From an optimization exercise on the open Yosys and OpenROAD flow, aimed at small area and a short achievable clock period; shortcuts taken in it are not production practice.
RTL that was checked went through simulation tests only; none was proved equivalent to the original.
Power and IR drop assume default switching activity.

==> flow/design.v (excerpt) <==
module datapath (clk, writenum, readnum, write, datapath_in, vsel, loada, loadb, loadc, shift, asel, bsel, ALUop, loads, Z_out, datapath_out);
For scale: ~180 flip-flops, roughly 52 I/O pins, roughly 8800 um2 of cells after synthesis.
export LEC_CHECK = 0
export CAP_MARGIN = 20
export CORE_MARGIN = 2
export CORE_UTILIZATION = 60
export CTS_BUF_LIST = sky130_fd_sc_hd__clkbuf_4 sky130_fd_sc_hd__clkbuf_8
export CTS_CLUSTER_SIZE = 25
export SETUP_SLACK_MARGIN = 2.9
export SLEW_MARGIN = 20
export SYNTH_HIERARCHICAL = 1
export SYNTH_MINIMUM_KEEP_SIZE = 0
create_clock -name core_clock -period 5.5 [get_ports {clk}]
standard.sh (not shown) runs the stock make flow with config.mk's settings and CLKGATE_MAP_FILE= SYNTH_SCRIPT=/design/flow/synth_recipe.tcl, a recipe that flattens the netlist after the stock synthesis.
==> flow/flow/run.sh <==
#!/bin/bash
# The standard layout (standard.sh), with every input and output port
# buffered by a buf_2 cell instead of the buffer the resizer picks by default.
set -euo pipefail
bash standard.sh 'BUFFER_PORTS_ARGS=-buffer_cell sky130_fd_sc_hd__buf_2' finish > make.log 2>&1
The first run went through all stages and came out clean.
Next try:
Settings changed: CORE_UTILIZATION 60 to 70, CTS_CLUSTER_SIZE 25 to default, SETUP_SLACK_MARGIN 2.9 to 2.95.
Result: Final area stays flat. Non-clock buffer count decreases by 2. Setup slack gets better by 0.021 ns. First-iteration DRC count rises by about 20%. Register-to-register slack improved by 0.03 ns. Wire length is about the same. Synthesized cell count stays the same. Power grows by about 2%.
Next try:
Settings changed: CORE_UTILIZATION 70 to 60, SETUP_SLACK_MARGIN 2.95 to 2.9.
Effect: Power drops slightly. Via count goes down by a few percent. Design area stays flat. Critical path depth does not change. Register-to-register slack got worse by 0.03 ns. Utilization is lower by 13 points. Clock skew goes up by 0.0056 ns. Global-route usage falls by 4.6 points. First-iteration DRC count came out lower by about a fifth.
Next try:
Settings changed: CORE_UTILIZATION 60 to 70, PLACE_DENSITY from default to 0.9.
Outcome: Core utilization increases by 13 points. Combinational power stays flat. Count of clock-buffer cells in the layout goes down by 1. Cell area is about the same. Setup slack gets worse by 0.016 ns. Maximum frequency fell slightly. Clock skew rose by 0.0061 ns. Die area goes down by roughly a tenth. Total power rose slightly. Sequential power stays flat. Worst hold slack is about the same.

* * *

## rev 12
Another version of the RTL of datapath (not shown whole).
For scale: about 620 cells after synthesis, about 180 flip-flops, roughly 9000 um^2 of cells after synthesis.
Settings: LEC_CHECK=0, CAP_MARGIN=20, CORE_MARGIN=2, CORE_UTILIZATION=40, SLEW_MARGIN=20; clock period 5.5 ns.
run.sh (not shown) runs the stock make flow with config.mk's settings and CLKGATE_MAP_FILE= SYNTH_SCRIPT=/design/flow/synth_recipe.tcl, a recipe that flattens the netlist after the stock synthesis.
Stock flow here: none of the scripts above is used.
Relative to rev 12, the following input files were edited for rev 13:
Settings: CORE_UTILIZATION changed from 40 to 60; SETUP_SLACK_MARGIN newly set to 2.0.
--- outcome ---
- Rev 13 | stages: all done | timing, DRC, antenna: all pass
- As far as number of ordinary inverters in the final layout goes, rev 13 and rev 12 are indistinguishable; the numbers are identical.
- Between rev 13 and rev 12, number of global-route vias before repair is lower for rev 12, rev 13 comes in above that.
- Lower layout overhead on the synthesized area among rev 13 and rev 12: rev 12
- Rev 12 vs rev 13, worst setup path endpoint: datapath_out[8] vs datapath_out[14]
- Summary of rev 13 over rev 12: utilization after layout increased by 26 points relative to the old numbers; count of clock buffers in the final design increased by 1 relative to the old numbers; die height went down by 18%; non-clock buffer share of cell area +1.5 points.
No run of this note included a check of the RTL's function; only the layout flow was run.

* * *

Setup of run 1:
datapath with an RTL version that a note above also has.
Size: roughly 740 cells after synthesis, about 180 flip-flops, ~52 I/O pins.
Settings: LEC_CHECK=0, CAP_MARGIN=20, CORE_MARGIN=2, CORE_UTILIZATION=78, CTS_BUF_LIST=sky130_fd_sc_hd__clkbuf_4 sky130_fd_sc_hd__clkbuf_8, SETUP_SLACK_MARGIN=2.9, SLEW_MARGIN=20, SYNTH_HIERARCHICAL=1, SYNTH_MINIMUM_KEEP_SIZE=0; clock period 5.5 ns.
standard.sh (not shown) runs the stock make flow with config.mk's settings and CLKGATE_MAP_FILE= SYNTH_SCRIPT=/design/flow/synth_recipe.tcl, a recipe that flattens the netlist after the stock synthesis.
Scripts as last shown in full above: flow/flow/run.sh
Inputs modified between run 1 and run 2:
Settings: swapping 78 for 70 in CORE_UTILIZATION; swapping 2.9 for 2.85 in SETUP_SLACK_MARGIN.
Notes after the runs:
- Run 2 and run 1 all finish clean.
- In the reports for run 2 and run 1, the smaller power density over the cells belongs to run 1.
- Compared with run 1, run 2 supports a higher clock frequency.
- Run 1 -> run 2: post-layout instance area flat
- Summary — total of clock buffers placed in the layout, run 2 relative to run 1: higher, by 2.
- Run 2 ends up with a global-route usage that is 7.5 points lower than in run 1.
## Diff of input files: run 3 against run 2
Settings: changing SETUP_SLACK_MARGIN from 2.85 to 2.9; setting PLACE_DENSITY to 0.8 for the first time.
==> comparison <==
Summary — worst setup slack, run 3 relative to run 2: higher, by 0.073 ns.
Measured against each other, run 3 and run 2 differ in internal power contribution, the higher figure coming from run 2.
Of run 3 and run 2, the higher average detailed-routed wire length per instance belongs to run 3.
From run 2 to run 3 the numbers moved as follows: post-cts resize count rose 1, reported net switching power went up by about 5.5%, maximum frequency from static timing analysis higher, total power after layout dropped 0.051 mW.
In the metrics for run 3 and run 2, the one carrying the higher non-clock buffer count is run 2.
Via count (run 3 vs. run 2) increases slightly
Compared with run 2, in run 3 ratio of routed vias to standard cells went up, final critical-path required period went down.
Inputs modified between run 3 and run 4:
Settings: PLACE_DENSITY: 0.8 -> unset.
### Flow results
Between run 4 and run 3, the utilization after layout does not differ in any meaningful way. Taking run 3 as the reference, in run 4 final area did not really move, routed wire length did not really move. Re buffer count from post-CTS setup fixing: no difference whatsoever between run 3 and run 4.

* * *

== before ==
datapath, a different RTL version from the one above (not shown whole).
Size: ~690 cells after synthesis, about 180 flip-flops.
==> flow/design.v (excerpt) <==
module datapath (clk, writenum, readnum, write, datapath_in, vsel, loada, loadb, loadc, shift, asel, bsel, ALUop, loads, Z_out, datapath_out);
==> flow/config.mk <==
export PLATFORM = sky130hd
export DESIGN_NAME = datapath
export DESIGN_NICKNAME = datapath
export VERILOG_FILES = /design/flow/design.v
export SDC_FILE = /design/flow/constraint.sdc
export NUM_CORES = 4
export LEC_CHECK = 0
export CAP_MARGIN = 20
export CORE_MARGIN = 2
export CORE_UTILIZATION = 60
export CTS_BUF_LIST = sky130_fd_sc_hd__clkbuf_4 sky130_fd_sc_hd__clkbuf_8
export SETUP_SLACK_MARGIN = 2.9
export SLEW_MARGIN = 20
export SYNTH_HIERARCHICAL = 1
export SYNTH_MINIMUM_KEEP_SIZE = 0
==> flow/constraint.sdc <==
create_clock -name core_clock -period 5.5 [get_ports {clk}]
set_input_delay 1.1000 -clock core_clock [delete_from_list [all_inputs] [get_ports {clk}]]
set_output_delay 1.1000 -clock core_clock [all_outputs]
set_load 0.01 [all_outputs]
==> flow/flow/run.sh <==
#!/bin/bash
# The standard layout (standard.sh), with every input and output port
# buffered by a buf_4 cell instead of the buffer the resizer picks by default.
set -euo pipefail
bash standard.sh 'BUFFER_PORTS_ARGS=-buffer_cell sky130_fd_sc_hd__buf_4' finish > make.log 2>&1
In summary, before completed successfully, with a layout that passed the timing, DRC and antenna checks.
Input changes introduced in after (baseline for comparison: before):
- CTS_BUF_LIST no longer set, was sky130_fd_sc_hd__clkbuf_4 sky130_fd_sc_hd__clkbuf_8
==> comparison <==
Run comparison: after critical-path cell with the highest stage delay a221o_1; before critical-path cell with the highest stage delay nor3b_4. Wire length the detailed router placed on met1 went up slightly going from before to after. When after is measured against before, its worst setup margin turns out 0.044 ns lower. Against before, post-detailed-routing wire length in after came out worse. Timing, DRC, antenna: 0 failures across before and after. First-pass GRT wire length in after vs before: up about 2.1%. Summary — non-clock buffer count, after relative to before: lower, by about 9%. Portion of total power attributed to sequential cells in after vs before: down 4.1 points. Compared after against before; fraction of area in registers within noise. In the tables for before and after, depth of the critical timing path with buffers and inverters included reads higher with before. Compared to before, after has total power about 9% higher.

* * *

== v53 ==
Another version of the RTL of datapath (not shown whole).
Size in the first run: ~760 cells after synthesis, ~180 flip-flops, about 0.0096 mm² of cells after synthesis.
==> flow/design.v (excerpt) <==
module datapath (clk, writenum, readnum, write, datapath_in, vsel, loada, loadb, loadc, shift, asel, bsel, ALUop, loads, Z_out, datapath_out);
  input write, clk, loada, loadb, loadc, asel, bsel, loads, vsel;
  input [1:0] ALUop, shift;
  input [2:0] writenum, readnum;
  input [15:0] datapath_in;
  output reg Z_out;
  output reg [15:0] datapath_out;
  reg  [15:0] aloaded, in;
  wire [15:0] data_in, data_out, cn;
  wire sn;
  assign data_in = vsel ? datapath_in : datapath_out;
  regfile REGFILE(data_in, writenum, write, readnum, clk, data_out);
  always_ff @(posedge clk) if (loada) aloaded <= data_out;
  always_ff @(posedge clk) if (loadb) in <= data_out;
  ALU alu(aloaded, in, datapath_out, Z_out, datapath_in[4:0], shift, asel, bsel, ALUop,
          loadc, loads, cn, sn);
  always_ff @(posedge clk) Z_out <= sn;
  always_ff @(posedge clk) datapath_out <= cn;
endmodule
==> flow/config.mk <==
export PLATFORM = sky130hd
export DESIGN_NAME = datapath
export DESIGN_NICKNAME = datapath
export VERILOG_FILES = /design/flow/design.v
export SDC_FILE = /design/flow/constraint.sdc
export NUM_CORES = 4
export LEC_CHECK = 0
export CAP_MARGIN = 20
export CORE_MARGIN = 2
export CORE_UTILIZATION = 60
export CTS_BUF_LIST = sky130_fd_sc_hd__clkbuf_4 sky130_fd_sc_hd__clkbuf_8
export SETUP_SLACK_MARGIN = 2.9
export SLEW_MARGIN = 20
export SYNTH_HIERARCHICAL = 1
export SYNTH_MINIMUM_KEEP_SIZE = 0
==> flow/constraint.sdc <==
create_clock -name core_clock -period 5.5 [get_ports {clk}]
set_input_delay 1.1000 -clock core_clock [delete_from_list [all_inputs] [get_ports {clk}]]
set_output_delay 1.1000 -clock core_clock [all_outputs]
set_load 0.01 [all_outputs]
==> flow/flow/run.sh <==
#!/bin/bash
# The standard layout (standard.sh), with two changes:
# - every input and output port is buffered by a buf_4 cell instead of the
#   buffer the resizer picks by default;
# - mux4_1 joins the platform's don't-use cells, so the resizer keeps the
#   smaller mux4_2 that synthesis chose (mux4_1 is the larger of the two).
set -euo pipefail
bash standard.sh 'BUFFER_PORTS_ARGS=-buffer_cell sky130_fd_sc_hd__buf_4' \
  'DONT_USE_CELLS=sky130_fd_sc_hd__probe_p_8 sky130_fd_sc_hd__probec_p_8 sky130_fd_sc_hd__lpflow_bleeder_1 sky130_fd_sc_hd__lpflow_clkbufkapwr_1 sky130_fd_sc_hd__lpflow_clkbufkapwr_16 sky130_fd_sc_hd__lpflow_clkbufkapwr_2 sky130_fd_sc_hd__lpflow_clkbufkapwr_4 sky130_fd_sc_hd__lpflow_clkbufkapwr_8 sky130_fd_sc_hd__lpflow_clkinvkapwr_1 sky130_fd_sc_hd__lpflow_clkinvkapwr_16 sky130_fd_sc_hd__lpflow_clkinvkapwr_2 sky130_fd_sc_hd__lpflow_clkinvkapwr_4 sky130_fd_sc_hd__lpflow_clkinvkapwr_8 sky130_fd_sc_hd__lpflow_decapkapwr_12 sky130_fd_sc_hd__lpflow_decapkapwr_3 sky130_fd_sc_hd__lpflow_decapkapwr_4 sky130_fd_sc_hd__lpflow_decapkapwr_6 sky130_fd_sc_hd__lpflow_decapkapwr_8 sky130_fd_sc_hd__lpflow_inputiso0n_1 sky130_fd_sc_hd__lpflow_inputiso0p_1 sky130_fd_sc_hd__lpflow_inputiso1n_1 sky130_fd_sc_hd__lpflow_inputiso1p_1 sky130_fd_sc_hd__lpflow_inputisolatch_1 sky130_fd_sc_hd__lpflow_isobufsrc_1 sky130_fd_sc_hd__lpflow_isobufsrc_16 sky130_fd_sc_hd__lpflow_isobufsrc_2 sky130_fd_sc_hd__lpflow_isobufsrc_4 sky130_fd_sc_hd__lpflow_isobufsrc_8 sky130_fd_sc_hd__lpflow_isobufsrckapwr_16 sky130_fd_sc_hd__lpflow_lsbuf_lh_hl_isowell_tap_1 sky130_fd_sc_hd__lpflow_lsbuf_lh_hl_isowell_tap_2 sky130_fd_sc_hd__lpflow_lsbuf_lh_hl_isowell_tap_4 sky130_fd_sc_hd__lpflow_lsbuf_lh_isowell_4 sky130_fd_sc_hd__lpflow_lsbuf_lh_isowell_tap_1 sky130_fd_sc_hd__lpflow_lsbuf_lh_isowell_tap_2 sky130_fd_sc_hd__lpflow_lsbuf_lh_isowell_tap_4 sky130_fd_sc_hd__mux4_1' finish > make.log 2>&1
v53 went all the way through synthesis, placement and routing and the layout is clean on timing, DRC and antenna.
> inputs changed (v53 -> v49)
==> flow/flow/run.sh <==
#!/bin/bash
# The standard layout (standard.sh), with every input and output port
# buffered by a buf_4 cell instead of the buffer the resizer picks by default.
set -euo pipefail
bash standard.sh 'BUFFER_PORTS_ARGS=-buffer_cell sky130_fd_sc_hd__buf_4' finish > make.log 2>&1
v49 vs v53 on critical path depth: v49 is the lower one.
The fraction of layout instances using a drive strength above 1 of v49 falls short of that of v53 by 0.28 points.
Changes observed in v49 relative to v53: global-route track usage on met1 rose 0.49 points; net switching fraction of the power about even; clock slew at the register clock pins of the worst setup and hold paths about even.
Delta (v49 minus v53): worst path setup slack after routing went up, aggregate routed wire length grew by 5.3%, overall power of the completed layout higher, synthesized netlist cell count level.
Per the final summary, v49 finished and its layout is clean on timing, DRC and antenna.
Relative to v53, the final cell area reported for v49 is higher.
--- input diff v49..v14 ---
- changing SETUP_SLACK_MARGIN from 2.9 to 3.2
Findings:
- v14 leaves less setup margin than v49.
- Side by side, clock power turned out lower in v14 than in v49.
- Met3 demand-to-capacity share in global routing | v14 above v49
diff inputs: v14 => v37
- a change of SETUP_SLACK_MARGIN from 3.2 to 2.9
- a deleted CTS_BUF_LIST that had been sky130_fd_sc_hd__clkbuf_4 sky130_fd_sc_hd__clkbuf_8
==> flow/flow/run.sh <==
#!/bin/bash
# The standard layout (standard.sh), with two changes:
# - every input and output port is buffered by a buf_4 cell instead of the
#   buffer the resizer picks by default;
# - mux4_1 joins the platform's don't-use cells, so the resizer keeps the
#   smaller mux4_2 that synthesis chose (mux4_1 is the larger of the two).
set -euo pipefail
bash standard.sh 'BUFFER_PORTS_ARGS=-buffer_cell sky130_fd_sc_hd__buf_4' \
  'DONT_USE_CELLS=sky130_fd_sc_hd__probe_p_8 sky130_fd_sc_hd__probec_p_8 sky130_fd_sc_hd__lpflow_bleeder_1 sky130_fd_sc_hd__lpflow_clkbufkapwr_1 sky130_fd_sc_hd__lpflow_clkbufkapwr_16 sky130_fd_sc_hd__lpflow_clkbufkapwr_2 sky130_fd_sc_hd__lpflow_clkbufkapwr_4 sky130_fd_sc_hd__lpflow_clkbufkapwr_8 sky130_fd_sc_hd__lpflow_clkinvkapwr_1 sky130_fd_sc_hd__lpflow_clkinvkapwr_16 sky130_fd_sc_hd__lpflow_clkinvkapwr_2 sky130_fd_sc_hd__lpflow_clkinvkapwr_4 sky130_fd_sc_hd__lpflow_clkinvkapwr_8 sky130_fd_sc_hd__lpflow_decapkapwr_12 sky130_fd_sc_hd__lpflow_decapkapwr_3 sky130_fd_sc_hd__lpflow_decapkapwr_4 sky130_fd_sc_hd__lpflow_decapkapwr_6 sky130_fd_sc_hd__lpflow_decapkapwr_8 sky130_fd_sc_hd__lpflow_inputiso0n_1 sky130_fd_sc_hd__lpflow_inputiso0p_1 sky130_fd_sc_hd__lpflow_inputiso1n_1 sky130_fd_sc_hd__lpflow_inputiso1p_1 sky130_fd_sc_hd__lpflow_inputisolatch_1 sky130_fd_sc_hd__lpflow_isobufsrc_1 sky130_fd_sc_hd__lpflow_isobufsrc_16 sky130_fd_sc_hd__lpflow_isobufsrc_2 sky130_fd_sc_hd__lpflow_isobufsrc_4 sky130_fd_sc_hd__lpflow_isobufsrc_8 sky130_fd_sc_hd__lpflow_isobufsrckapwr_16 sky130_fd_sc_hd__lpflow_lsbuf_lh_hl_isowell_tap_1 sky130_fd_sc_hd__lpflow_lsbuf_lh_hl_isowell_tap_2 sky130_fd_sc_hd__lpflow_lsbuf_lh_hl_isowell_tap_4 sky130_fd_sc_hd__lpflow_lsbuf_lh_isowell_4 sky130_fd_sc_hd__lpflow_lsbuf_lh_isowell_tap_1 sky130_fd_sc_hd__lpflow_lsbuf_lh_isowell_tap_2 sky130_fd_sc_hd__lpflow_lsbuf_lh_isowell_tap_4 sky130_fd_sc_hd__mux4_1' finish > make.log 2>&1
Every stage of the flow completed for v14, and the final layout passed the timing, DRC and antenna checks. v37 completed end to end with timing, DRC and antenna clean. In the flow results for v14 and v37, the final-stage net count is smaller on v37. Looking only at count of placed standard cells in the final layout, fillers left out, and setting everything else aside, the higher value of v14 and v37 goes to v14. Route | v37 vs v14 | wire shorter in v37. Met1 usage: lower on v37.

[separate check: timing with driven ports]
Ports are ideal in the flow. The routed layouts listed here were re-timed in OpenROAD. Step 1 assumes that a clkbuf_16 drives the clock port and a buf_2 every other input. Step 2 times the ports against the registers' clock, not the clock port: input delays grow and output delays shrink by t, the midpoint of the rising clock arrivals with the driver on. Slacks: no drivers / after step 1 / after step 2; pairs: no drivers / after step 1.
run | t, ns | slack for setup (ns) | latest minus earliest clock arrival (ns)
the first run of note 1 | 0.493 | 2.964 / 2.975 / 2.482 | 0.013 / 0.014
the second run of note 1 | 0.504 | 2.985 / 2.980 / 2.475 | 0.011 / 0.011
the third run of note 1 | 0.493 | 2.964 / 2.975 / 2.482 | 0.013 / 0.014
the fourth run of note 1 | 0.497 | 2.948 / 2.941 / 2.444 | 0.020 / 0.020
rev 12 | 0.468 | 0.941 / 0.957 / 0.490 | 0.022 / 0.021
rev 13 | 0.475 | 2.110 / 2.093 / 1.619 | 0.013 / 0.013
run 1 | 0.495 | 2.925 / 2.913 / 2.417 | 0.018 / 0.017
run 2 | 0.490 | 2.937 / 2.946 / 2.456 | 0.020 / 0.020
run 3 | 0.505 | 3.010 / 3.003 / 2.498 | 0.012 / 0.012
run 4 | 0.505 | 3.010 / 3.003 / 2.498 | 0.012 / 0.012
before | 0.506 | 2.821 / 2.813 / 2.308 | 0.013 / 0.013
after | 0.466 | 2.778 / 2.781 / 2.315 | 0.010 / 0.010
v53 | 0.483 | 2.929 / 2.784 / 2.301 | 0.019 / 0.019
v49 | 0.493 | 2.952 / 2.810 / 2.317 | 0.016 / 0.017
v14 | 0.483 | 2.907 / 2.821 / 2.337 | 0.013 / 0.013
v37 | 0.459 | 2.868 / 2.768 / 2.309 | 0.012 / 0.013
After both steps every run listed still meets setup and hold. For v49, which loses most, drivers alone change the setup slack by -0.142 ns; drivers and shift together by -0.635 ns.
